What follows belongs to an exercise in optimizing a design on an open flow for small area; a production flow would make more cautious choices.
RTL that was checked went through simulation tests only; none was proved equivalent to the original.
Function not checked in run 2: the RTL went through the layout flow alone.
No run shown here takes its clock network from TritonCTS; it comes from the design's own scripts or RTL.
The clock port is modelled as an ideal driver, which makes a skipped or thinned clock tree look cheaper than it is; a real chip needs a root buffer or a tree.
Power is estimated from default activity; no workload was simulated.

===== flow/flow/run.sh =====
#!/bin/bash
# Layout flow: ORFS as in standard.sh, with these changes:
#  - synthesis: the standard flow's synthesis script, but adders are left to ABC
#    (no ha/fa pre-mapping), and ABC maps for area with deeper scripts
#    (flow/abc*.script; the smallest result is kept, see flow/my_synth.tcl);
#    registers are inferred and named as in the standard synthesis;
#  - port buffers use the smallest buffer (buf_1);
#  - one tie cell per constant value, without splitting its fanout;
set -uo pipefail
HERE=$(pwd)
FLOWDIR=$HERE/flow
CFG=${FLOW_CONFIG:-$HERE/config.mk}
export MY_ABC_SCRIPTS="$(ls $FLOWDIR/abc*.script | tr "\n" " ")"
[ -f $FLOWDIR/clk_buf.txt ] && export MY_CLK_BUF="$(cat $FLOWDIR/clk_buf.txt)"
[ -f $FLOWDIR/clk_n.txt ] && export MY_CLK_N="$(cat $FLOWDIR/clk_n.txt)"
EXTRA_MAKE=""
[ -f $FLOWDIR/extra_make.txt ] && EXTRA_MAKE="$(cat $FLOWDIR/extra_make.txt)"
make -C $FLOW_HOME DESIGN_CONFIG=$CFG WORK_HOME=$HERE/orfs CLKGATE_MAP_FILE= \
  SYNTH_SCRIPT=$FLOWDIR/my_synth.tcl ADDER_MAP_FILE= \
  BUFFER_PORTS_ARGS="-buffer_cell sky130_fd_sc_hd__buf_1" \
  PRE_CTS_TCL=$FLOWDIR/pre_cts.tcl SKIP_REPAIR_TIE_FANOUT=1 $EXTRA_MAKE \
  finish > $HERE/make_finish.log 2>&1
status=$?
R=$HERE/orfs/results/${FLOW_PLATFORM:-sky130hd}/gowin_top_entity/base
if [[ -f $R/6_final.odb ]]; then
  : # left out here: write the final layout as DEF
fi
exit $status

===== flow/flow/abc01.script =====
strash
&get -n
&deepsyn -J 150 -T 120 -S 0
&put
dch
amap -m

===== flow/flow/abc02.script =====
strash
&get -n
&deepsyn -J 150 -T 120 -S 0
&put
dch -f
amap -m

===== flow/flow/abc03.script =====
strash
&get -n
&deepsyn -J 150 -T 120 -S 0
&put
dch
amap -F 3 -A 10

===== flow/flow/abc04.script =====
strash
&get -n
&deepsyn -J 150 -T 120 -S 1
&put
dch
amap -m

===== flow/flow/abc05.script =====
strash
&get -n
&deepsyn -J 150 -T 120 -S 2
&put
dch
amap -m

===== flow/flow/abc06.script =====
strash
&get -n
&deepsyn -J 150 -T 120 -S 3
&put
dch
amap -m

===== flow/flow/abc07.script =====
strash
&get -n
&deepsyn -J 150 -T 120 -S 4
&put
dch
amap -m

===== flow/flow/abc08.script =====
strash
&get -n
&deepsyn -J 150 -T 120 -S 5
&put
dch
amap -m

===== flow/flow/abc09.script =====
strash
&get -n
&deepsyn -J 150 -T 120 -S 6
&put
dch
amap -m

===== flow/flow/abc10.script =====
strash
&get -n
&deepsyn -J 150 -T 120 -S 7
&put
dch
amap -m

===== flow/flow/clk_buf.txt =====
sky130_fd_sc_hd__buf_6

===== flow/flow/clk_n.txt =====
4

===== flow/flow/my_synth.tcl =====
# The standard flow's synthesis script with one change: the technology mapping ABC pass
# (the one given a -script) is run once with each script in MY_ABC_SCRIPTS,
# and the result with the least cell area is kept. Registers are not touched
# by ABC, so they stay as the standard synthesis makes them.
proc synth {args} { yosys synth -nofsm -noshare {*}$args }
proc abc_area_of_design {} {
  set lib_args {}
  foreach lib $::env(LIB_FILES) { lappend lib_args -liberty $lib }
  set s [tee -q -s result.string stat {*}$lib_args]
  if { [regexp {Chip area for (?:top )?module[^:]*:\s*([0-9.eE+-]+)} $s -> a] } { return $a }
  return 1e30
}
proc abc {args} {
  set i [lsearch -exact $args -script]
  if { $i < 0 || ![info exists ::env(MY_ABC_SCRIPTS)] } {
    yosys abc {*}$args
    return
  }
  yosys design -save pre_abc
  set best ""
  set best_area 1e30
  foreach s $::env(MY_ABC_SCRIPTS) {
    yosys design -load pre_abc
    yosys abc {*}[lreplace $args [expr {$i + 1}] [expr {$i + 1}] $s]
    set a [abc_area_of_design]
    puts "my_synth: ABC script $s gives area $a"
    if { $a < $best_area } {
      set best_area $a
      set best $s
      yosys design -save best_abc
    }
  }
  puts "my_synth: keeping the result of $best ($best_area)"
  yosys design -load best_abc
}
source $::env(SCRIPTS_DIR)/synth.tcl
# left out here: clear keep_hierarchy, flatten, clean up, hide names made inside functions, write 1_2_yosys.v

===== flow/flow/pre_cts.tcl =====
# Clock distribution for this small design: instead of a clock tree, the
# registers are split by location into MY_CLK_N groups (1, 2 or 4) of equal
# size, and one clock buffer at the centre of each group drives it. The clock port
# then feeds those buffers only. clock_tree_synthesis is made a no-op for the
# rest of this step.
set cts_buf_cell sky130_fd_sc_hd__clkbuf_8
if { [info exists ::env(MY_CLK_BUF)] } { set cts_buf_cell $::env(MY_CLK_BUF) }
set k 4
if { [info exists ::env(MY_CLK_N)] } { set k $::env(MY_CLK_N) }
set block [ord::get_db_block]
set clknet [$block findNet Sys_clk]
set master [[ord::get_db] findMaster $cts_buf_cell]

set sinks {}
foreach it [$clknet getITerms] {
  set bb [[$it getInst] getBBox]
  lappend sinks [list $it [expr {([$bb xMin] + [$bb xMax]) / 2.0}] [expr {([$bb yMin] + [$bb yMax]) / 2.0}]]
}
# groups of equal size: split at the median x, then each half at its
# median y (k = 4), or at the median x only (k = 2)
proc bisect { pts axis } {
  set srt [lsort -real -index $axis $pts]
  set h [expr {[llength $srt] / 2}]
  return [list [lrange $srt 0 [expr {$h - 1}]] [lrange $srt $h end]]
}
if { $k == 1 } {
  set groups [list $sinks]
} elseif { $k == 2 } {
  set groups [bisect $sinks 1]
} else {
  set k 4
  set groups {}
  foreach half [bisect $sinks 1] { lappend groups {*}[bisect $half 2] }
}
set centres {}
foreach g $groups {
  set sx 0.0; set sy 0.0
  foreach s $g { set sx [expr {$sx + [lindex $s 1]}]; set sy [expr {$sy + [lindex $s 2]}] }
  lappend centres [list [expr {$sx / [llength $g]}] [expr {$sy / [llength $g]}]]
}
for {set c 0} {$c < $k} {incr c} {
  set members [lmap s [lindex $groups $c] {lindex $s 0}]
  if { [llength $members] == 0 } { continue }
  set inst [odb::dbInst_create $block $master clkbuf_leaf_$c]
  set net [odb::dbNet_create $block clknet_leaf_$c]
  $net setSigType CLOCK
  foreach it $members { $it disconnect; $it connect $net }
  [$inst findITerm A] connect $clknet
  [$inst findITerm X] connect $net
  lassign [lindex $centres $c] cx cy
  $inst setLocation [expr {int($cx)}] [expr {int($cy)}]
  $inst setPlacementStatus PLACED
  puts "pre_cts: $cts_buf_cell clkbuf_leaf_$c drives [llength $members] registers"
}
proc clock_tree_synthesis {args} { puts "pre_cts: clock_tree_synthesis skipped" }

===== flow/standard.sh =====
#!/bin/bash
# synth_recipe.tcl (not shown) runs the flow's synth.tcl, then flattens the netlist and writes it again
# the make line also repeats each setting of config.mk as NAME=value (left out here)
make -C /OpenROAD-flow-scripts/flow DESIGN_CONFIG=/design/flow/config.mk WORK_HOME=/design/flow/orfs CLKGATE_MAP_FILE= SYNTH_SCRIPT=/design/flow/synth_recipe.tcl "${@:-finish}"

===== flow/config.mk =====
export PLATFORM = sky130hd
export DESIGN_NAME = gowin_top_entity
export DESIGN_NICKNAME = gowin_top_entity
export VERILOG_FILES = /design/flow/design.v
export SDC_FILE = /design/flow/constraint.sdc
export NUM_CORES = 4
export LEC_CHECK = 0
export CAP_MARGIN = 20
export CORE_MARGIN = 2
export CORE_UTILIZATION = 60
export SLEW_MARGIN = 20

===== flow/constraint.sdc =====
create_clock -name core_clock -period 40.0 [get_ports {Sys_clk}]
set_input_delay 8.0000 -clock core_clock [delete_from_list [all_inputs] [get_ports {Sys_clk}]]
set_output_delay 8.0000 -clock core_clock [all_outputs]
set_load 0.01 [all_outputs]

===== flow/design.v =====
module gowin_top_entity(
    Sys_clk, Beep, Key, Sw, Uart_rxd, Uart_txd, Blue_Led,
    Tri_color_LED_1, Tri_color_LED_2, Tri_color_LED_3, Tri_color_LED_4,
    Dig_Seg_Sel, Seg_Blue_Led
);
    input        Sys_clk;
    output       Beep;
    input  [8:1] Key;
    input  [4:1] Sw;
    input        Uart_rxd;
    output       Uart_txd;
    output [8:1] Blue_Led;
    output [2:0] Tri_color_LED_1;
    output [2:0] Tri_color_LED_2;
    output [2:0] Tri_color_LED_3;
    output [2:0] Tri_color_LED_4;
    output [3:0] Dig_Seg_Sel;
    output [7:0] Seg_Blue_Led;
    wire rst = ~Key[1];
    reg [3:0] u;       
    reg [2:0] q;       
    reg       fl;      
    wire u9 = (u == 4'd9);
    always @(posedge Sys_clk)
        if (rst) begin
            u  <= 4'd5;
            q  <= 3'd0;
            fl <= 1'b1;
        end else begin
            u <= u9 ? 4'd0 : u + 4'd1;
            if (u9) q <= q + 3'd1;
            if (u9 && q == 3'd7) fl <= 1'b0;
        end
    wire rd = ~fl | (q > 3'd2) | ((q == 3'd2) & (u > 4'd1));
    wire hi = fl & ((q < 3'd4) | (q == 3'd4));
    wire [2:0] w8      = {q[1:0], 1'b0} + u[2:0];               
    wire       tick10  = (w8 == 3'd6);                           
    wire       clk1k   = (w8[1:0] == 2'd3) | (w8[1:0] == 2'd0);  
    wire       tick1hz = (q == 3'd4) && (u == 4'd2);             
    wire       latch   = u9 && (q[1:0] == 2'd0) && rd;           
    reg       prev_sw;
    reg [2:0] md;      
    always @(posedge Sys_clk) begin
        if (tick10) prev_sw <= Sw[1];    
        if (rst) md <= 3'b001;
        else if (tick10 && rd && !prev_sw && Sw[1]) md <= {md[1:0], md[2]};
    end
    reg [4:0] hr;
    reg [5:0] mn;
    reg [5:0] sc;
    wire inc_s = ~Sw[1] | (Sw[2] & md[0]);
    wire inc_m = Sw[1] & Sw[2] & md[1];
    wire inc_h = Sw[1] & Sw[2] & md[2];
    wire hr23 = (hr == 5'd23);
    wire mn59 = (mn == 6'd59);
    wire sc59 = (sc == 6'd59);
    wire s_c  = inc_s & sc59;
    wire m_in = inc_m | s_c;
    wire m_c  = m_in & mn59;
    wire h_in = inc_h | m_c;
    always @(posedge Sys_clk)
        if (rst || (tick1hz && h_in && hr23)) begin
            hr <= 5'd0; mn <= 6'd0; sc <= 6'd0;
        end else if (tick1hz) begin
            if (inc_s) sc <= sc59 ? 6'd0 : sc + 6'd1;
            if (m_in)  mn <= mn59 ? 6'd0 : mn + 6'd1;
            if (h_in)  hr <= hr + 5'd1;
        end
    reg [4:0] ah;
    reg [5:0] am;
    wire a_en  = tick10 & rd & Sw[3];
    wire a_m   = ~Key[7] &  Key[8];    
    wire a_h   =  Key[7] & ~Key[8];    
    wire am59  = (am == 6'd59);
    wire ah23  = (ah == 5'd23);
    wire ah_in = a_h | (a_m & am59);
    always @(posedge Sys_clk)
        if (rst) begin
            ah <= 5'd1; am <= 6'd1;
        end else if (a_en && ah_in && ah23) begin
            ah <= 5'd0; am <= 6'd0;
        end else if (a_en) begin
            if (a_m)   am <= am59 ? 6'd0 : am + 6'd1;
            if (ah_in) ah <= ah + 5'd1;
        end
    reg [4:0] cp;      
    wire chime_in = (mn == 6'd0) && (sc != 6'd0) && (sc < 6'd20);
    always @(posedge Sys_clk)
        if (rst) cp <= 5'd23;
        else if (tick10) begin
            if (cp == 5'd23) cp <= chime_in ? 5'd1 : 5'd23;
            else cp <= cp + 5'd1;
        end
    wire chime_out = (cp == 5'd1) | (cp == 5'd2) | (cp == 5'd3) |
                     (cp == 5'd6) | (cp == 5'd7) | (cp == 5'd8) |
                     (cp == 5'd11) | (cp == 5'd12) | (cp == 5'd13);
    reg [5:0] fs;      
    reg [2:0] ft;      
    wire eq = (ah == hr) && (am == mn) && (sc == 6'd0);
    wire f_idle = (fs == 6'd0);
    always @(posedge Sys_clk) begin
        if (rst) fs <= 6'd0;
        else if (tick10) begin
            if (f_idle) begin
                if (eq) fs <= 6'd39;
            end else if (ft == 3'b100)
                fs <= fs - 6'd1;
        end
        if (tick10) ft <= f_idle ? 3'b000 : {ft[1:0], ~ft[1] & ~ft[2]};
    end
    assign Beep = clk1k & (chime_out | fs[0]);
    reg [5:0] p1, p2;    
    reg       dob;       
    always @(posedge Sys_clk)
        if (latch) begin
            p1  <= Sw[4] ? (Sw[3] ? am : mn) : (Sw[3] ? {1'b0, ah} : {1'b0, hr});
            p2  <= Sw[4] ? (Sw[3] ? 6'd0 : sc) : (Sw[3] ? am : mn);
            dob <= Sw[3];
        end
    wire [1:0] s = q[1:0];
    wire [5:0] pv = s[1] ? p2 : p1;
    reg  [7:0] seg;
    reg  [3:0] dg;
    always @(*) begin
        dg = s[0] ? (pv % 6'd10) : (pv / 6'd10);
        if (hi)
            seg = !s[1] ? 8'hFF : (s[0] ? 8'h0B : 8'hDF);
        else begin
            case (dg)
                4'd0: seg[6:0] = 7'h40;
                4'd1: seg[6:0] = 7'h79;
                4'd2: seg[6:0] = 7'h24;
                4'd3: seg[6:0] = 7'h30;
                4'd4: seg[6:0] = 7'h19;
                4'd5: seg[6:0] = 7'h12;
                4'd6: seg[6:0] = 7'h02;
                4'd7: seg[6:0] = 7'h78;
                4'd8: seg[6:0] = 7'h00;
                default: seg[6:0] = 7'h10;
            endcase
            seg[7] = ~(dob | ((s == 2'd1) & sc[0]));
        end
    end
    assign Seg_Blue_Led = seg;
    assign Dig_Seg_Sel  = ~(4'b0001 << s);
    assign Blue_Led        = {md, 1'b0, ~Key[8], ~Key[7], 1'b0, sc[0]};
    assign Tri_color_LED_1 = {1'b0, rd, ~Key[1]};
    assign Tri_color_LED_2 = 3'b000;
    assign Tri_color_LED_3 = 3'b000;
    assign Tri_color_LED_4 = md;
    assign Uart_txd        = 1'b1;
endmodule

==> tab_implementation.tex, run 1 <==
\begin{tabular}{lr}
\hline
Metric & Value \\
\hline
\multicolumn{2}{l}{\textbf{Yosys}} \\
\quad Yosys synthesis warning count & 1 \\
\quad Number of nets in the synthesized netlist & 429 \\
\quad Count of mapped cells out of synthesis & 415 \\
\quad Main synth FF type & sky130\_fd\_sc\_hd\_\_dfxtp\_1 \\
\quad Cell type contributing the most total cell area after synthesis & sky130\_fd\_sc\_hd\_\_dfxtp\_1 \\
\quad Cell types with the highest counts after synthesis & 75 x sky130\_fd\_sc\_hd\_\_nor2\_1, 54 x sky130\_fd\_sc\_hd\_\_clkinv\_1, 50 x sky130\_fd\_sc\_hd\_\_dfxtp\_1 \\
\quad Count of distinct cell types in the synthesized netlist & 36 \\
\quad Proportion of register bits with asynchronous set or reset after synthesis & 0\% \\
\quad Biggest area contributors in the synthesized netlist & sky130\_fd\_sc\_hd\_\_dfxtp\_1 30\%, sky130\_fd\_sc\_hd\_\_edfxtp\_1 15\%, sky130\_fd\_sc\_hd\_\_nor2\_1 8.5\% \\
\quad Dominant cell by count in the synthesized netlist & sky130\_fd\_sc\_hd\_\_nor2\_1 \\
\quad Top-area cell type share of the netlist area & 30.4\% \\
\quad Synth Area per Inst & 7.94 µm² \\
\quad Number of enable flip-flop cells after synthesis & 17 \\
\quad Flop and latch count out of synthesis & 67 \\
\quad Post-synthesis instance area & 0.00330 mm² \\
\quad Sequential element share of the synthesized area & 45.9\% \\
\multicolumn{2}{l}{\textbf{STA}} \\
\quad Setup ws final & 22.53 ns \\
\quad Worst relative slew slack & 50.7\% \\
\quad Number of hold violations in the final report & 0 \\
\quad Clock tree skew after final layout & 0.00985 ns \\
\quad Post-route clock period utilization & 43.7\% \\
\quad Aggregate negative setup slack & 0 ns \\
\quad Highest clock frequency the design can meet & 0.0572 GHz \\
\quad Fin. max-slew vios & 0 \\
\quad RSZ-0062 raised after global routing & false \\
\quad Final period demand of the worst path & 17.47 ns \\
\quad Worst Max-Slew Pin Slew & 0.740 ns \\
\quad Final setup vio count & 0 \\
\multicolumn{2}{l}{\textbf{Die}} \\
\quad Width of the die & 78.1 µm \\
\quad DIE HEIGHT & 78.1 µm \\
\quad Starting density of the core & 63.3\% \\
\quad Top-Level Pins & 48 \\
\quad Number of rows in the core area & 26 \\
\quad Placeable core region & 0.00520 mm² \\
\quad Area enclosed by the die boundary & 0.00610 mm² \\
\multicolumn{2}{l}{\textbf{Pwr}} \\
\quad VDD IR-drop max & 0.0211 mV \\
\quad Pwr per Cell Area & 29.5 mW/mm² \\
\quad Leakage & 1.13 nW \\
\multicolumn{2}{l}{\textbf{Route}} \\
\quad DRC marker count from the first detailed-route iteration & 251 \\
\quad Count of antenna-violating nets left after detailed routing & 0 \\
\quad Total wirelength of the detailed-routed design & 6950 µm \\
\quad Avg Vias per Cell & 5.77 \\
\quad Routed via count & 2916 \\
\quad Length of the first detailed-routing pass in iterations & 4 \\
\quad \# DRC & 0 \\
\quad Post-DR wirelength/cell & 13.8 µm \\
\multicolumn{2}{l}{\textbf{Placed design}} \\
\quad Sum of net half-perimeters after detailed placement & 5360 µm \\
\quad Global placer's final weighted congestion & 0.850 \\
\quad Count of buffers from port buffering & 31 \\
\quad Cells after DPL & 501 \\
\quad Post-Place Worst Slack & 22.60 ns \\
\quad Placed Instance Area & 0.00339 mm² \\
\multicolumn{2}{l}{\textbf{Global routing}} \\
\quad Met2 track demand over resource in global routing & 39.1\% \\
\quad Antenna violations before repair & 0 \\
\quad First-pass GRT wire length & 11900 µm \\
\quad Vias in the first global route & 2587 \\
\quad Met1 Use GR & 34.1\% \\
\quad Tot GR Track Use & 23.0\% \\
\quad Largest net degree at the start of global routing & 18 \\
\quad GRT overflow & 0 \\
\quad Met3 track demand over resource & 1.03\% \\
\quad GR peak layer & met2 \\
\multicolumn{2}{l}{\textbf{Setup path}} \\
\quad Required time at the worst-slack endpoint & 32.00 ns \\
\quad Largest fanout on the critical path & 15 \\
\quad Crit path DAT & 9.47 ns \\
\quad Startpoint of the worst register-to-register path & q[1] \\
\quad Critical Path Sink & Tri\_color\_LED\_1[0] \\
\quad Worst-case reg-to-reg path depth & 20 \\
\quad Critical path class & input port to output port \\
\quad CP Launch Point & Key[1] \\
\quad Crit start category & input port \\
\quad R2r setup slk & 35.36 ns \\
\quad Endpoint class of the critical path & output port \\
\quad Critical register-to-register path endpoint & sc[5] \\
\multicolumn{2}{l}{\textbf{Clock tree}} \\
\quad Clock latency of the later-clocked register in the worst-skew pair & 0.14 ns \\
\quad Clock input transition at the sequential cells of the worst setup and hold paths & 0.11 ns \\
\quad Post-CTS repair timing setup buffer count & 0 \\
\quad Total of hold buffers inserted after clock tree synthesis & 0 \\
\quad Number of gates given a new drive strength after cts & 0 \\
\multicolumn{2}{l}{\textbf{Finish}} \\
\quad Share of cells above drive strength 1 & 1.15\% \\
\quad Non-Filler Instances & 505 \\
\quad Relative area change from synthesis to final layout & 4.14\% \\
\quad N\_diodes & 0 \\
\quad Post-route cell area & 0.00343 mm² \\
\quad Final layout net count & 451 \\
\multicolumn{2}{l}{\textbf{Worst hold path}} \\
\quad Class of the tightest hold or removal check & flip-flop to flip-flop \\
\multicolumn{2}{l}{\textbf{Status}} \\
\quad Status & complete, no violations \\
\multicolumn{2}{l}{\textbf{Flow run}} \\
\quad Number of maximum-capacitance constraint violations & 0 \\
\hline
\end{tabular}
cells by family after synthesis:
family	Yosys count	share of synthesized area [%]
compound gates	125	24.5
buf+inv	70	9.80
flops	67	45.9
other cells	2	0.228
simple gates	151	19.6
stage by stage:
step	hold WS (ns)	power, W	utilization [%]
after floorplan	0.405	0.0000768	-
final	0.460	0.000101	65.9
after global placement	0.426	0.0000780	65.1
after CTS	0.437	0.0000962	65.9
after global routing	0.499	0.000105	65.9
after detailed placement	0.435	0.0000781	65.1
cells in the final DEF (no fill, tap or decap), types with 3 or more instances in the layout:
cell / count
sky130_fd_sc_hd__nor2_1: 75
sky130_fd_sc_hd__clkinv_1: 54
sky130_fd_sc_hd__dfxtp_1: 50
sky130_fd_sc_hd__o22ai_1: 37
sky130_fd_sc_hd__nand2_1: 36
sky130_fd_sc_hd__buf_1: 31
sky130_fd_sc_hd__o21ai_0: 24
sky130_fd_sc_hd__a211oi_1: 17
sky130_fd_sc_hd__edfxtp_1: 17
sky130_fd_sc_hd__a21oi_1: 15
sky130_fd_sc_hd__nor3_1: 12
sky130_fd_sc_hd__or2_0: 7
sky130_fd_sc_hd__nand3_1: 6
sky130_fd_sc_hd__a22oi_1: 5
sky130_fd_sc_hd__nand4_1: 5
sky130_fd_sc_hd__o21a_1: 4
sky130_fd_sc_hd__a31oi_1: 4
sky130_fd_sc_hd__o21bai_1: 4
sky130_fd_sc_hd__buf_6: 4
sky130_fd_sc_hd__nor2b_1: 3
worst min-delay path by stage:
| stage | from | endpoint | slack (ns) | cells after the start |
|---|---|---|---|---|
| after global routing | u[0] | u[0] | 0.50 | 1 |
| after CTS | u[0] | u[0] | 0.44 | 1 |
| final | u[0] | u[0] | 0.46 | 1 |
| after detailed placement | u[0] | u[0] | 0.44 | 1 |
| after global placement | u[0] | u[0] | 0.43 | 1 |
| after floorplan | u[0] | u[0] | 0.40 | 1 |
registers in the layout (all words and copies together) (netlist names):
name,flops
ah,5
md,3
fs,6
p2,6
fl,1
prev_sw,1
p1,6
cp,5
mn,6
dob,1
sc,6
q,3
am,6
hr,5
ft,3
u,4
layer usage:
metal / share of wire (%) / wire [µm] / vias to the layer above
li1: - / - / 1524
met1: 48 / 3360 / 1311
met2: 46 / 3170 / 74
met3: 4.6 / 323 / 7
met4: 1.3 / 93 / 0
met5: 0 / 0 / -
cell type report:
class	instances	area, µm²
fill	468	1770
timing repair buffer	32	124
buffer	4	45.0
inverter	54	203
multi-input combinational	278	1460
sequential	67	1510
tap	70	87.6
where the power goes:
group          internal (W)  switching [W]    total, W
clock            0.00000810      0.0000164   0.0000245
combinational    0.00000165     0.00000443  0.00000608
sequential        0.0000700    0.000000610   0.0000706
total             0.0000797      0.0000214    0.000101
worst max-delay path, stage by stage:
cell and delay, ns:
sky130_fd_sc_hd__buf_1 0.52, sky130_fd_sc_hd__clkinv_1 0.66, sky130_fd_sc_hd__buf_1 0.28
==> run 2, diff against run 1 <==
--- a/flow/design.v
+++ b/flow/design.v
@@ -109,16 +109,18 @@
         if (tick10) ft <= f_idle ? 3'b000 : {ft[1:0], ~ft[1] & ~ft[2]};
     end
     assign Beep = clk1k & (chime_out | fs[0]);
-    reg [5:0] p1, p2;    
+    reg [5:0] px, py;
     reg       dob;       
+    reg       m4;
     always @(posedge Sys_clk)
         if (latch) begin
-            p1  <= Sw[4] ? (Sw[3] ? am : mn) : (Sw[3] ? {1'b0, ah} : {1'b0, hr});
-            p2  <= Sw[4] ? (Sw[3] ? 6'd0 : sc) : (Sw[3] ? am : mn);
+            px  <= Sw[3] ? am : mn;
+            py  <= Sw[4] ? (Sw[3] ? 6'd0 : sc) : (Sw[3] ? {1'b0, ah} : {1'b0, hr});
             dob <= Sw[3];
+            m4  <= Sw[4];
         end
     wire [1:0] s = q[1:0];
-    wire [5:0] pv = s[1] ? p2 : p1;
+    wire [5:0] pv = (s[1] ^ m4) ? px : py;
     reg  [7:0] seg;
     reg  [3:0] dg;
     always @(*) begin
--- a/flow/flow/my_synth.tcl
+++ b/flow/flow/my_synth.tcl
@@ -21,7 +21,10 @@
   set best_area 1e30
   foreach s $::env(MY_ABC_SCRIPTS) {
     yosys design -load pre_abc
-    yosys abc {*}[lreplace $args [expr {$i + 1}] [expr {$i + 1}] $s]
+    if { [catch { yosys abc {*}[lreplace $args [expr {$i + 1}] [expr {$i + 1}] $s] } err] } {
+      puts "my_synth: ABC script $s failed: $err"
+      continue
+    }
     set a [abc_area_of_design]
     puts "my_synth: ABC script $s gives area $a"
     if { $a < $best_area } {
@@ -30,6 +33,12 @@
       yosys design -save best_abc
     }
   }
+  if { $best eq "" } {
+    puts "my_synth: every ABC script failed; using the given script"
+    yosys design -load pre_abc
+    yosys abc {*}$args
+    return
+  }
   puts "my_synth: keeping the result of $best ($best_area)"
   yosys design -load best_abc
 }
==> tab_implementation.tex, run 2 <==
\begin{tabular}{lr}
\hline
Metric & Value \\
\hline
\multicolumn{2}{l}{\textbf{Yosys}} \\
\quad Fraction of the mapped netlist area in adder cells & 0\% \\
\quad Top-area cell type share of the netlist area & 30.2\% \\
\quad Main synth FF type & sky130\_fd\_sc\_hd\_\_dfxtp\_1 \\
\quad Simple-gate portion of the synthesized area & 20.3\% \\
\quad Synth Area per Inst & 7.96 µm² \\
\quad Post-synthesis mux area share & 0\% \\
\quad Cell type contributing the most total cell area after synthesis & sky130\_fd\_sc\_hd\_\_dfxtp\_1 \\
\quad Yosys synthesis warning count & 1 \\
\quad Number of enable flip-flop cells after synthesis & 18 \\
\quad Biggest area contributors in the synthesized netlist & sky130\_fd\_sc\_hd\_\_dfxtp\_1 30\%, sky130\_fd\_sc\_hd\_\_edfxtp\_1 16\%, sky130\_fd\_sc\_hd\_\_nor2\_1 9.4\% \\
\quad Flop and latch count out of synthesis & 68 \\
\quad Main combinational cell family by area after synthesis & compound AO/OA/AOI/OAI gates \\
\quad Compound-Gate Fraction of Synth Area & 22.0\% \\
\quad Sequential element share of the synthesized area & 46.6\% \\
\quad Count of mapped cells out of synthesis & 416 \\
\quad Number of nets in the synthesized netlist & 430 \\
\quad Dominant cell by count in the synthesized netlist & sky130\_fd\_sc\_hd\_\_nor2\_1 \\
\quad Area share of xor/xnor cells in the synthesized design & 0\% \\
\quad Count of distinct cell types in the synthesized netlist & 39 \\
\quad Proportion of register bits with asynchronous set or reset after synthesis & 0\% \\
\quad Cell types with the highest counts after synthesis & 83 x sky130\_fd\_sc\_hd\_\_nor2\_1, 64 x sky130\_fd\_sc\_hd\_\_clkinv\_1, 50 x sky130\_fd\_sc\_hd\_\_dfxtp\_1 \\
\quad Post-synthesis instance area & 0.00331 mm² \\
\multicolumn{2}{l}{\textbf{Global routing}} \\
\quad Tot GR Track Use & 23.3\% \\
\quad Vias in the first global route & 2663 \\
\quad First-pass GRT wire length & 11800 µm \\
\quad Largest net degree at the start of global routing & 18 \\
\quad Antenna violations before repair & 0 \\
\quad GRT overflow & 0 \\
\multicolumn{2}{l}{\textbf{STA}} \\
\quad Highest clock frequency the design can meet & 0.0589 GHz \\
\quad Clock tree skew after final layout & 0.00989 ns \\
\quad Final period demand of the worst path & 16.99 ns \\
\quad Aggregate negative setup slack & 0 ns \\
\quad Setup ws final & 23.01 ns \\
\quad Final setup vio count & 0 \\
\quad Post-route clock period utilization & 42.5\% \\
\quad Fin. max-slew vios & 0 \\
\quad Number of hold violations in the final report & 0 \\
\quad Worst relative slew slack & 33.9\% \\
\quad RSZ-0062 raised after global routing & false \\
\quad Worst Max-Slew Pin Slew & 0.986 ns \\
\multicolumn{2}{l}{\textbf{Route}} \\
\quad Total wirelength of the detailed-routed design & 7070 µm \\
\quad Routed via count & 2935 \\
\quad Count of antenna-violating nets left after detailed routing & 0 \\
\quad Post-DR wirelength/cell & 13.9 µm \\
\quad Length of the first detailed-routing pass in iterations & 4 \\
\quad Met2 wire len & 3290 µm \\
\quad Post-route met1 wirelength & 3310 µm \\
\quad DRC marker count from the first detailed-route iteration & 177 \\
\quad Top sig layer & met4 \\
\quad Avg Vias per Cell & 5.75 \\
\quad \# DRC & 0 \\
\quad Total length of routed met3 wires & 316 µm \\
\multicolumn{2}{l}{\textbf{Finish}} \\
\quad Leading cell type in the layout, fill and taps excluded & sky130\_fd\_sc\_hd\_\_nor2\_1 \\
\quad Final core utilization & 64.2\% \\
\quad Final layout net count & 454 \\
\quad Highest-count cells in the layout ignoring fill and taps & 83 x sky130\_fd\_sc\_hd\_\_nor2\_1, 64 x sky130\_fd\_sc\_hd\_\_clkinv\_1, 50 x sky130\_fd\_sc\_hd\_\_dfxtp\_1 \\
\quad Share of cells above drive strength 1 & 1.83\% \\
\quad Relative area change from synthesis to final layout & 4.80\% \\
\quad Non-Filler Instances & 510 \\
\quad N\_diodes & 0 \\
\multicolumn{2}{l}{\textbf{Pwr}} \\
\quad Proportion of power drawn by combinational gates & 5.4\% \\
\quad Power Total & 0.000102 W \\
\quad Internal Pwr Total & 0.0000807 W \\
\quad Sw frac & 21.0\% \\
\quad Fraction of power consumed by sequential logic & 70.1\% \\
\quad VDD IR-drop max & 0.0253 mV \\
\quad Clock network fraction of total power & 24.5\% \\
\quad Switching power & 0.0000215 W \\
\quad Leakage & 1.10 nW \\
\quad Pwr per Cell Area & 29.5 mW/mm² \\
\multicolumn{2}{l}{\textbf{Die}} \\
\quad Area enclosed by the die boundary & 0.00613 mm² \\
\quad Top-Level Pins & 48 \\
\quad Placeable core region & 0.00541 mm² \\
\quad Starting density of the core & 61.2\% \\
\quad Number of rows in the core area & 27 \\
\quad DIE HEIGHT & 78.3 µm \\
\quad Width of the die & 78.3 µm \\
\multicolumn{2}{l}{\textbf{Placed design}} \\
\quad Post-Place Worst Slack & 23.01 ns \\
\quad Sum of net half-perimeters after detailed placement & 5440 µm \\
\quad Count of buffers from port buffering & 31 \\
\quad Cells after DPL & 506 \\
\quad Global placer's final weighted congestion & 0.885 \\
\multicolumn{2}{l}{\textbf{Setup path}} \\
\quad Crit start category & input port \\
\quad R2r setup slk & 35.60 ns \\
\quad Critical path class & input port to output port \\
\quad Required time at the worst-slack endpoint & 32.00 ns \\
\quad Largest fanout on the critical path & 16 \\
\quad Endpoint class of the critical path & output port \\
\quad Crit path DAT & 8.99 ns \\
\multicolumn{2}{l}{\textbf{Worst hold path}} \\
\quad Class of the tightest hold or removal check & flip-flop to flip-flop \\
\multicolumn{2}{l}{\textbf{Status}} \\
\quad Status & complete, no violations \\
\multicolumn{2}{l}{\textbf{Clock tree}} \\
\quad Post-CTS repair timing setup buffer count & 0 \\
\quad Clock latency of the later-clocked register in the worst-skew pair & 0.14 ns \\
\quad Total of hold buffers inserted after clock tree synthesis & 0 \\
\quad Clock input transition at the sequential cells of the worst setup and hold paths & 0.12 ns \\
\quad Number of gates given a new drive strength after cts & 0 \\
\multicolumn{2}{l}{\textbf{Flow run}} \\
\quad Number of maximum-capacitance constraint violations & 0 \\
\hline
\end{tabular}
run 2: changes by cell type in the layout (fill, tap and decap cells not counted), sizes merged, moves of 5 or more:
cell,delta
clkinv,+10
o22ai,-10
nand2,-8
nor2,+8
o21ai,-5
o22a,+5
run 2: cell families (layout without fill, tap and decap cells):
| kind of cell | after synthesis | after routing |
|---|---|---|
| compound gates | 110 | 110 |
| other cells | 2 | 2 |
| flops | 68 | 68 |
| buf+inv | 80 | 102 |
| simple gates | 156 | 156 |
run 2: final timing paths:
path | cells after the start | start | endpoint
worst min register to register | 1 | u[0] | u[0]
worst max register to register | 23 | u[0] | mn[2]
worst max-delay path | 4 | Key[1] | Tri_color_LED_1[0]
worst min-delay path | 1 | u[0] | u[0]
run 2: critical path, cell delays in order:
cell and delay [ns]:
sky130_fd_sc_hd__buf_1 0.06, sky130_fd_sc_hd__buf_4 0.22, sky130_fd_sc_hd__clkinv_1 0.45, sky130_fd_sc_hd__buf_1 0.26
run 2: per-stage QoR:
stage,hold WS (ns),instance area (µm²)
3_3_place_gp,0.426,3420
4_1_cts,0.438,3470
2_1_floorplan,0.407,3310
6_report,0.467,3470
5_1_grt,0.502,3470
3_5_place_dp,0.438,3420
run 2: power groups by stage:
| stage | clock [W] | combinational, W | sequential (W) |
|---|---|---|---|
| final | 0.0000250 | 0.00000556 | 0.0000716 |
| after global routing | 0.0000279 | 0.00000632 | 0.0000717 |
| after CTS | 0.0000182 | 0.00000553 | 0.0000732 |
| after detailed placement | 0 | 0.00000550 | 0.0000732 |
| after global placement | 0 | 0.00000537 | 0.0000732 |
| after floorplan | 0 | 0.00000428 | 0.0000730 |
run 2: layout make-up:
type                            count  area [µm²]
Inverter                           64         240
Tap cell                           72        90.1
Timing Repair Buffer               34         139
Sequential cell                    68        1540
Buffer                              4        45.0
Fill cell                         479        1940
Multi-Input combinational cell    268        1410
run 2: layer usage:
layer  up-vias  global-route usage [%]
met5         -                       0
met4         0                    4.21
met3        11                    1.15
met2        73                    41.6
met1      1348                    32.0
li1       1503                       -
==> run 3, diff against run 2 <==
--- a/flow/design.v
+++ b/flow/design.v
@@ -39,11 +39,12 @@
     wire       tick1hz = (q == 3'd4) && (u == 4'd2);             
     wire       latch   = u9 && (q[1:0] == 2'd0) && rd;           
     reg       prev_sw;
-    reg [2:0] md;      
+    reg [1:0] mb;      
+    wire [2:0] md = {mb[1], mb[0], ~mb[1] & ~mb[0]};    
     always @(posedge Sys_clk) begin
         if (tick10) prev_sw <= Sw[1];    
-        if (rst) md <= 3'b001;
-        else if (tick10 && rd && !prev_sw && Sw[1]) md <= {md[1:0], md[2]};
+        if (rst) mb <= 2'd0;
+        else if (tick10 && rd && !prev_sw && Sw[1]) mb <= {mb[0], ~mb[1] & ~mb[0]};
     end
     reg [4:0] hr;
     reg [5:0] mn;
@@ -86,14 +87,14 @@
     reg [4:0] cp;      
     wire chime_in = (mn == 6'd0) && (sc != 6'd0) && (sc < 6'd20);
     always @(posedge Sys_clk)
-        if (rst) cp <= 5'd23;
+        if (rst) cp <= 5'd31;
         else if (tick10) begin
-            if (cp == 5'd23) cp <= chime_in ? 5'd1 : 5'd23;
+            if (cp == 5'd31) cp <= chime_in ? 5'd9 : 5'd31;
             else cp <= cp + 5'd1;
         end
-    wire chime_out = (cp == 5'd1) | (cp == 5'd2) | (cp == 5'd3) |
-                     (cp == 5'd6) | (cp == 5'd7) | (cp == 5'd8) |
-                     (cp == 5'd11) | (cp == 5'd12) | (cp == 5'd13);
+    wire chime_out = (cp == 5'd9) | (cp == 5'd10) | (cp == 5'd11) |
+                     (cp == 5'd14) | (cp == 5'd15) | (cp == 5'd16) |
+                     (cp == 5'd19) | (cp == 5'd20) | (cp == 5'd21);
     reg [5:0] fs;      
     reg [2:0] ft;      
     wire eq = (ah == hr) && (am == mn) && (sc == 6'd0);
==> tab_implementation.tex, run 3 <==
\begin{tabular}{lr}
\hline
Metric & Value \\
\hline
\multicolumn{2}{l}{\textbf{Status}} \\
\quad Status & complete, no violations \\
\multicolumn{2}{l}{\textbf{Yosys}} \\
\quad Cell types with the highest counts after synthesis & 78 x sky130\_fd\_sc\_hd\_\_nor2\_1, 69 x sky130\_fd\_sc\_hd\_\_clkinv\_1, 49 x sky130\_fd\_sc\_hd\_\_dfxtp\_1 \\
\quad Synth Area per Inst & 7.89 µm² \\
\quad Post-synthesis instance area & 0.00330 mm² \\
\quad Number of enable flip-flop cells after synthesis & 18 \\
\quad Yosys synthesis warning count & 1 \\
\quad Top-area cell type share of the netlist area & 29.8\% \\
\quad Count of mapped cells out of synthesis & 418 \\
\quad Biggest area contributors in the synthesized netlist & sky130\_fd\_sc\_hd\_\_dfxtp\_1 30\%, sky130\_fd\_sc\_hd\_\_edfxtp\_1 16\%, sky130\_fd\_sc\_hd\_\_nor2\_1 8.9\% \\
\quad Dominant cell by count in the synthesized netlist & sky130\_fd\_sc\_hd\_\_nor2\_1 \\
\quad Count of distinct cell types in the synthesized netlist & 34 \\
\quad Main synth FF type & sky130\_fd\_sc\_hd\_\_dfxtp\_1 \\
\quad Cell type contributing the most total cell area after synthesis & sky130\_fd\_sc\_hd\_\_dfxtp\_1 \\
\quad Proportion of register bits with asynchronous set or reset after synthesis & 0\% \\
\quad Number of nets in the synthesized netlist & 432 \\
\quad Sequential element share of the synthesized area & 46.1\% \\
\quad Flop and latch count out of synthesis & 67 \\
\multicolumn{2}{l}{\textbf{Finish}} \\
\quad Relative area change from synthesis to final layout & 4.52\% \\
\quad Final layout net count & 455 \\
\quad Share of cells above drive strength 1 & 1.59\% \\
\quad N\_diodes & 0 \\
\quad Highest-count cells in the layout ignoring fill and taps & 78 x sky130\_fd\_sc\_hd\_\_nor2\_1, 69 x sky130\_fd\_sc\_hd\_\_clkinv\_1, 49 x sky130\_fd\_sc\_hd\_\_dfxtp\_1 \\
\quad Leading cell type in the layout, fill and taps excluded & sky130\_fd\_sc\_hd\_\_nor2\_1 \\
\multicolumn{2}{l}{\textbf{STA}} \\
\quad Final period demand of the worst path & 17.03 ns \\
\quad Fin. max-slew vios & 0 \\
\quad Hold\_ws & 0.472 ns \\
\quad Highest clock frequency the design can meet & 0.0587 GHz \\
\quad Final setup vio count & 0 \\
\quad Worst Max-Slew Pin Slew & 1.05 ns \\
\quad Number of hold violations in the final report & 0 \\
\quad Post-route clock period utilization & 42.6\% \\
\quad Aggregate negative setup slack & 0 ns \\
\quad Worst relative slew slack & 29.3\% \\
\quad RSZ-0062 raised after global routing & false \\
\quad Clock tree skew after final layout & 0.0110 ns \\
\multicolumn{2}{l}{\textbf{Clock tree}} \\
\quad Clock input transition at the sequential cells of the worst setup and hold paths & 0.12 ns \\
\quad Number of gates given a new drive strength after cts & 0 \\
\quad Clock latency of the later-clocked register in the worst-skew pair & 0.14 ns \\
\quad Post-CTS repair timing setup buffer count & 0 \\
\quad Total of hold buffers inserted after clock tree synthesis & 0 \\
\multicolumn{2}{l}{\textbf{Worst hold path}} \\
\quad Class of the tightest hold or removal check & flip-flop to flip-flop \\
\quad WHS Endpoint & u[0] \\
\quad Hold path start & u[0] \\
\quad Depth of the worst hold-timing path & 1 \\
\multicolumn{2}{l}{\textbf{Global routing}} \\
\quad Tot GR Track Use & 22.7\% \\
\quad Antenna violations before repair & 0 \\
\quad GRT overflow & 0 \\
\quad Vias in the first global route & 2566 \\
\quad First-pass GRT wire length & 11500 µm \\
\quad Largest net degree at the start of global routing & 18 \\
\multicolumn{2}{l}{\textbf{Route}} \\
\quad Avg Vias per Cell & 5.78 \\
\quad Post-route met1 wirelength & 3330 µm \\
\quad Total length of routed met3 wires & 288 µm \\
\quad Length of the first detailed-routing pass in iterations & 4 \\
\quad DRC marker count from the first detailed-route iteration & 203 \\
\quad Total wirelength of the detailed-routed design & 6910 µm \\
\quad Post-DR wirelength/cell & 13.6 µm \\
\quad Top sig layer & met4 \\
\quad Met2 wire len & 3210 µm \\
\quad Routed via count & 2940 \\
\quad \# DRC & 0 \\
\quad Count of antenna-violating nets left after detailed routing & 0 \\
\multicolumn{2}{l}{\textbf{Setup path}} \\
\quad Required time at the worst-slack endpoint & 32.00 ns \\
\quad R2r setup slk & 34.18 ns \\
\quad CP Launch Point & Key[1] \\
\quad Endpoint class of the critical path & output port \\
\quad Crit path DAT & 9.03 ns \\
\quad Critical register-to-register path endpoint & mn[2] \\
\quad Crit start category & input port \\
\quad Startpoint of the worst register-to-register path & u[0] \\
\quad Largest fanout on the critical path & 17 \\
\quad Worst-case reg-to-reg path depth & 22 \\
\quad Critical path class & input port to output port \\
\multicolumn{2}{l}{\textbf{Die}} \\
\quad Width of the die & 78.1 µm \\
\quad DIE HEIGHT & 78.1 µm \\
\quad Area enclosed by the die boundary & 0.00610 mm² \\
\quad Placeable core region & 0.00520 mm² \\
\quad Top-Level Pins & 48 \\
\quad Number of rows in the core area & 26 \\
\quad Starting density of the core & 63.3\% \\
\multicolumn{2}{l}{\textbf{Placed design}} \\
\quad Sum of net half-perimeters after detailed placement & 5380 µm \\
\quad Count of buffers from port buffering & 31 \\
\quad Global placer's final weighted congestion & 0.867 \\
\multicolumn{2}{l}{\textbf{Flow run}} \\
\quad Number of maximum-capacitance constraint violations & 0 \\
\multicolumn{2}{l}{\textbf{Pwr}} \\
\quad VDD IR-drop max & 0.0310 mV \\
\quad Leakage & 1.08 nW \\
\quad Pwr per Cell Area & 29.8 mW/mm² \\
\hline
\end{tabular}
==> run 3: cell types whose count changed in the layout (fill, tap and decap cells not counted), sizes merged, moves of 3 or more <==
cell / before / now
a211oi: 15 / 10
clkinv: 64 / 69
nor2: 83 / 78
nor3: 12 / 19
o221ai: 2 / 5
o22a: 6 / 3
o22ai: 27 / 24
==> run 3: final cells by class <==
class	instances	area, µm²
fill	480	1760
tap	70	87.6
timing repair buffer	33	131
buffer	4	45.0
sequential	67	1520
multi-input combinational	266	1400
inverter	69	259
==> run 3: cell families after synthesis <==
family / after synthesis / synth area share [%]
flip-flops: 67 / 46.1
buffers and inverters: 85 / 11.5
AND/OR/NAND/NOR: 161 / 21.5
other: 2 / 0.228
AO/OA/AOI/OAI: 103 / 20.6
==> run 3: metrics by stage <==
stage	std cells	total power [W]	setup WS, ns	utilization (%)	instance area, µm²
3_3_place_gp	505	0.0000797	22.97	65.3	3400
3_5_place_dp	505	0.0000798	22.97	65.3	3400
2_1_floorplan	418	0.0000783	23.53	-	3300
6_report	509	0.000103	22.97	66.2	3450
4_1_cts	509	0.0000979	22.97	66.2	3450
5_1_grt	509	0.000107	22.88	66.2	3450
==> run 3: where the power goes <==
part             total, W  leakage [nW]  internal, W  switching [W]
Combinational  0.00000702         0.497   0.00000208     0.00000494
Sequential      0.0000713         0.562    0.0000704    0.000000881
Clock           0.0000244        0.0242   0.00000809      0.0000163
Total            0.000103          1.08    0.0000806      0.0000221
==> run 3: how the worst max path moves through the flow <==
stage	to	slack, ns
floorplan	Tri_color_LED_1[0]	23.53
detailed placement	Tri_color_LED_1[0]	22.97
CTS	Tri_color_LED_1[0]	22.97
global placement	Tri_color_LED_1[0]	22.97
finish	Tri_color_LED_1[0]	22.97
global route	Tri_color_LED_1[0]	22.88
==> run 3: per-layer routing <==
layer	vias up	track usage (%)
met2	68	38.9
li1	1512	-
met4	0	3.68
met1	1352	32.2
met3	8	1.72
met5	-	0
==> run 3: worst max-delay path: stages <==
cell                       delay [ns]
sky130_fd_sc_hd__buf_1           0.07
sky130_fd_sc_hd__buf_4           0.21
sky130_fd_sc_hd__clkinv_1        0.47
sky130_fd_sc_hd__buf_1           0.27
==> run 4, diff against run 3 <==
--- a/flow/design.v
+++ b/flow/design.v
@@ -87,14 +87,14 @@
     reg [4:0] cp;      
     wire chime_in = (mn == 6'd0) && (sc != 6'd0) && (sc < 6'd20);
     always @(posedge Sys_clk)
-        if (rst) cp <= 5'd31;
+        if (rst) cp <= 5'd23;
         else if (tick10) begin
-            if (cp == 5'd31) cp <= chime_in ? 5'd9 : 5'd31;
+            if (cp == 5'd23) cp <= chime_in ? 5'd1 : 5'd23;
             else cp <= cp + 5'd1;
         end
-    wire chime_out = (cp == 5'd9) | (cp == 5'd10) | (cp == 5'd11) |
-                     (cp == 5'd14) | (cp == 5'd15) | (cp == 5'd16) |
-                     (cp == 5'd19) | (cp == 5'd20) | (cp == 5'd21);
+    wire chime_out = (cp == 5'd1) | (cp == 5'd2) | (cp == 5'd3) |
+                     (cp == 5'd6) | (cp == 5'd7) | (cp == 5'd8) |
+                     (cp == 5'd11) | (cp == 5'd12) | (cp == 5'd13);
     reg [5:0] fs;      
     reg [2:0] ft;      
     wire eq = (ah == hr) && (am == mn) && (sc == 6'd0);
@@ -104,24 +104,22 @@
         else if (tick10) begin
             if (f_idle) begin
                 if (eq) fs <= 6'd39;
-            end else if (ft == 3'b100)
+            end else if (ft == 3'd0)
                 fs <= fs - 6'd1;
         end
-        if (tick10) ft <= f_idle ? 3'b000 : {ft[1:0], ~ft[1] & ~ft[2]};
+        if (tick10) ft <= (f_idle || ft == 3'd0) ? 3'd4 : ft - 3'd1;
     end
     assign Beep = clk1k & (chime_out | fs[0]);
-    reg [5:0] px, py;
+    reg [5:0] p1, p2;    
     reg       dob;       
-    reg       m4;
     always @(posedge Sys_clk)
         if (latch) begin
-            px  <= Sw[3] ? am : mn;
-            py  <= Sw[4] ? (Sw[3] ? 6'd0 : sc) : (Sw[3] ? {1'b0, ah} : {1'b0, hr});
+            p1  <= Sw[4] ? (Sw[3] ? am : mn) : (Sw[3] ? {1'b0, ah} : {1'b0, hr});
+            p2  <= Sw[4] ? (Sw[3] ? 6'd0 : sc) : (Sw[3] ? am : mn);
             dob <= Sw[3];
-            m4  <= Sw[4];
         end
     wire [1:0] s = q[1:0];
-    wire [5:0] pv = (s[1] ^ m4) ? px : py;
+    wire [5:0] pv = s[1] ? p2 : p1;
     reg  [7:0] seg;
     reg  [3:0] dg;
     always @(*) begin
==> tab_implementation.tex, run 4 <==
\begin{tabular}{lr}
\hline
Metric & Value \\
\hline
\multicolumn{2}{l}{\textbf{STA}} \\
\quad Fin. max-slew vios & 0 \\
\quad Worst relative slew slack & 50.8\% \\
\quad Number of hold violations in the final report & 0 \\
\quad Final setup vio count & 0 \\
\quad Final period demand of the worst path & 17.51 ns \\
\quad RSZ-0062 raised after global routing & false \\
\quad Hold\_ws & 0.464 ns \\
\quad Setup ws final & 22.49 ns \\
\quad Highest clock frequency the design can meet & 0.0571 GHz \\
\quad Aggregate negative setup slack & 0 ns \\
\quad Post-route clock period utilization & 43.8\% \\
\quad Clock tree skew after final layout & 0.00896 ns \\
\quad Worst Max-Slew Pin Slew & 0.728 ns \\
\multicolumn{2}{l}{\textbf{Global routing}} \\
\quad Vias in the first global route & 2684 \\
\quad Met1 Use GR & 34.2\% \\
\quad First-pass GRT wire length & 12300 µm \\
\quad GRT overflow & 0 \\
\quad Antenna violations before repair & 0 \\
\quad Met3 track demand over resource & 2.56\% \\
\quad Largest net degree at the start of global routing & 18 \\
\quad Tot GR Track Use & 24.4\% \\
\quad GR peak layer & met2 \\
\quad Met2 track demand over resource in global routing & 41.8\% \\
\multicolumn{2}{l}{\textbf{Worst hold path}} \\
\quad Hold path start & u[0] \\
\quad Depth of the worst hold-timing path & 1 \\
\quad Class of the tightest hold or removal check & flip-flop to flip-flop \\
\quad WHS Endpoint & u[0] \\
\multicolumn{2}{l}{\textbf{Setup path}} \\
\quad Slowest stage cell, crit path & sky130\_fd\_sc\_hd\_\_clkinv\_1 \\
\quad Required time at the worst-slack endpoint & 32.00 ns \\
\quad Critical path class & input port to output port \\
\quad Delay of the slowest critical-path stage & 0.68 ns \\
\quad Largest fanout on the critical path & 16 \\
\quad Most repeated library cell on the critical path & sky130\_fd\_sc\_hd\_\_buf\_1 \\
\quad Worst-path cell chain & buf\_1 -> clkinv\_1 -> buf\_1 \\
\quad Crit path DAT & 9.51 ns \\
\quad R2r setup slk & 35.44 ns \\
\quad Startpoint of the worst register-to-register path & q[0] \\
\quad Critical register-to-register path endpoint & mn[2] \\
\quad CP Launch Point & Key[1] \\
\quad Worst-case reg-to-reg path depth & 20 \\
\quad Endpoint class of the critical path & output port \\
\quad Crit start category & input port \\
\multicolumn{2}{l}{\textbf{Yosys}} \\
\quad Synth Area per Inst & 7.90 µm² \\
\quad Count of mapped cells out of synthesis & 416 \\
\quad Compound-Gate Fraction of Synth Area & 24.2\% \\
\quad Post-synthesis mux area share & 0\% \\
\quad Sequential element share of the synthesized area & 45.4\% \\
\quad Yosys synthesis warning count & 1 \\
\quad Cell types with the highest counts after synthesis & 73 x sky130\_fd\_sc\_hd\_\_nor2\_1, 59 x sky130\_fd\_sc\_hd\_\_clkinv\_1, 49 x sky130\_fd\_sc\_hd\_\_dfxtp\_1 \\
\quad Proportion of register bits with asynchronous set or reset after synthesis & 0\% \\
\quad Count of distinct cell types in the synthesized netlist & 38 \\
\quad Fraction of the mapped netlist area in adder cells & 0\% \\
\quad Post-synthesis instance area & 0.00328 mm² \\
\quad Main synth FF type & sky130\_fd\_sc\_hd\_\_dfxtp\_1 \\
\quad Area share of xor/xnor cells in the synthesized design & 0\% \\
\quad Number of enable flip-flop cells after synthesis & 17 \\
\quad Biggest area contributors in the synthesized netlist & sky130\_fd\_sc\_hd\_\_dfxtp\_1 30\%, sky130\_fd\_sc\_hd\_\_edfxtp\_1 16\%, sky130\_fd\_sc\_hd\_\_nor2\_1 8.3\% \\
\quad Cell type contributing the most total cell area after synthesis & sky130\_fd\_sc\_hd\_\_dfxtp\_1 \\
\quad Dominant cell by count in the synthesized netlist & sky130\_fd\_sc\_hd\_\_nor2\_1 \\
\quad Top-area cell type share of the netlist area & 29.9\% \\
\quad Main combinational cell family by area after synthesis & compound AO/OA/AOI/OAI gates \\
\quad Flop and latch count out of synthesis & 66 \\
\quad Number of nets in the synthesized netlist & 430 \\
\quad Simple-gate portion of the synthesized area & 19.7\% \\
\multicolumn{2}{l}{\textbf{Status}} \\
\quad Status & complete, no violations \\
\multicolumn{2}{l}{\textbf{Placed design}} \\
\quad Sum of net half-perimeters after detailed placement & 5540 µm \\
\quad Global placer's final weighted congestion & 0.899 \\
\quad Cells after DPL & 503 \\
\quad Count of buffers from port buffering & 31 \\
\quad Post-Place Worst Slack & 22.46 ns \\
\multicolumn{2}{l}{\textbf{Finish}} \\
\quad Relative area change from synthesis to final layout & 4.38\% \\
\quad N\_diodes & 0 \\
\quad Non-Filler Instances & 507 \\
\quad Flip-flop and latch area & 0.00149 mm² \\
\quad Multi-input gate area & 0.00145 mm² \\
\quad Final layout net count & 453 \\
\quad Share of cells above drive strength 1 & 1.37\% \\
\quad Leading cell type in the layout, fill and taps excluded & sky130\_fd\_sc\_hd\_\_nor2\_1 \\
\quad Highest-count cells in the layout ignoring fill and taps & 73 x sky130\_fd\_sc\_hd\_\_nor2\_1, 59 x sky130\_fd\_sc\_hd\_\_clkinv\_1, 49 x sky130\_fd\_sc\_hd\_\_dfxtp\_1 \\
\quad Filler Cells Inserted & 494 \\
\multicolumn{2}{l}{\textbf{Pwr}} \\
\quad VDD IR-drop max & 0.0220 mV \\
\quad Pwr per Cell Area & 28.9 mW/mm² \\
\quad Leakage & 1.06 nW \\
\quad Power Total & 0.0000992 W \\
\multicolumn{2}{l}{\textbf{Clock tree}} \\
\quad Total of hold buffers inserted after clock tree synthesis & 0 \\
\quad Post-CTS repair timing setup buffer count & 0 \\
\quad Clock input transition at the sequential cells of the worst setup and hold paths & 0.11 ns \\
\quad Number of gates given a new drive strength after cts & 0 \\
\quad Clock latency of the later-clocked register in the worst-skew pair & 0.14 ns \\
\multicolumn{2}{l}{\textbf{Die}} \\
\quad Area enclosed by the die boundary & 0.00608 mm² \\
\quad Width of the die & 78.0 µm \\
\quad DIE HEIGHT & 78.0 µm \\
\quad Starting density of the core & 63.1\% \\
\quad Placeable core region & 0.00520 mm² \\
\quad Number of rows in the core area & 26 \\
\quad Top-Level Pins & 48 \\
\multicolumn{2}{l}{\textbf{Route}} \\
\quad Count of antenna-violating nets left after detailed routing & 0 \\
\quad \# DRC & 0 \\
\quad Total wirelength of the detailed-routed design & 7210 µm \\
\quad Post-DR wirelength/cell & 14.2 µm \\
\quad Length of the first detailed-routing pass in iterations & 5 \\
\quad DRC marker count from the first detailed-route iteration & 258 \\
\quad Avg Vias per Cell & 5.88 \\
\quad Routed via count & 2979 \\
\multicolumn{2}{l}{\textbf{Flow run}} \\
\quad Number of maximum-capacitance constraint violations & 0 \\
\hline
\end{tabular}
## run 4: cell count changes after synthesis, sizes merged, moves of 5 or more
| cell | delta |
|---|---|
| clkinv | -10 |
| nor3 | -5 |
| a211oi | +6 |
| nor2 | -5 |
| o21ai | +6 |
| nand2 | +7 |
## run 4: final cells by class
class | instances | area share (%)
sequential | 66 | 43.5
buffer | 4 | 1.31
inverter | 59 | 6.46
tap | 70 | 2.55
multi-input combinational | 275 | 42.3
timing repair buffer | 33 | 3.83
## run 4: worst max-delay path, delay by kind of cell
kind                   cells  cell delay, ns
buffers and inverters      3            1.51
## run 4: worst max-delay path by stage
stage,end,slack (ns),cells past startpoint
3_3_place_gp,Tri_color_LED_1[0],22.46,3
3_5_place_dp,Tri_color_LED_1[0],22.46,3
6_report,Tri_color_LED_1[0],22.49,3
4_1_cts,Tri_color_LED_1[0],22.46,3
2_1_floorplan,Tri_color_LED_1[0],23.55,2
5_1_grt,Tri_color_LED_1[0],22.29,3
## run 4: routing by layer
layer  vias to the layer above  part of all wire [%]
met3                        10                   6.4
met4                         0                   1.4
met5                         -                     0
li1                       1522                     -
met1                      1348                    46
met2                        99                    46
## run 4: logic make-up (layout without fill, tap and decap cells)
kind of cell           count (synthesis)  after routing
and+or+nand+nor                      151            151
AOI/OAI and AO/OA                    122            122
buffers and inverters                 75             96
DFF                                   66             66
other                                  2              2
## run 4: stage by stage
step / util, % / area [µm²]
global route: 65.9 / 3430
detailed placement: 65.0 / 3380
CTS: 65.9 / 3430
finish: 65.9 / 3430
floorplan: - / 3280
global placement: 65.0 / 3380
## run 4: where the power goes
part	leakage (nW)	internal, W	total (W)	switching (W)
combinational	0.492	0.00000158	0.00000581	0.00000423
sequential	0.548	0.0000688	0.0000694	0.000000511
clock	0.0242	0.00000809	0.0000240	0.0000159

[static timing again, ports no longer ideal]
No port has a modelled driver above. Below, the same layouts with a new extraction and two added sets of constraints. Step 1, drivers: a clkbuf_16 drives Sys_clk and a buf_2 each remaining input, both assumed. Step 2 moves the port delays by t, midway between the first and last clock arrival at a register: inputs arrive t later, outputs are due t later. That takes back most of the time a late clock gives input paths. Three values: no drivers, after step 1, after step 2; two values: the first two.
| run | t, ns | setup slack, ns | slew at the worst register clock pin (ns) | worst data-port slew with drivers (ns) |
|---|---|---|---|---|
| run 1 | 0.193 | 22.529 / 22.505 / 22.505 | 0.11 / 0.11 | 0.03 |
| run 2 | 0.199 | 23.013 / 22.992 / 22.992 | 0.12 / 0.12 | 0.03 |
| run 3 | 0.194 | 22.973 / 22.952 / 22.952 | 0.12 / 0.12 | 0.03 |
| run 4 | 0.195 | 22.486 / 22.460 / 22.460 | 0.11 / 0.11 | 0.03 |
After both steps setup and hold are still met in every run listed. For run 4, which loses most, drivers alone change the setup slack by -0.026 ns; drivers and shift together by -0.026 ns.
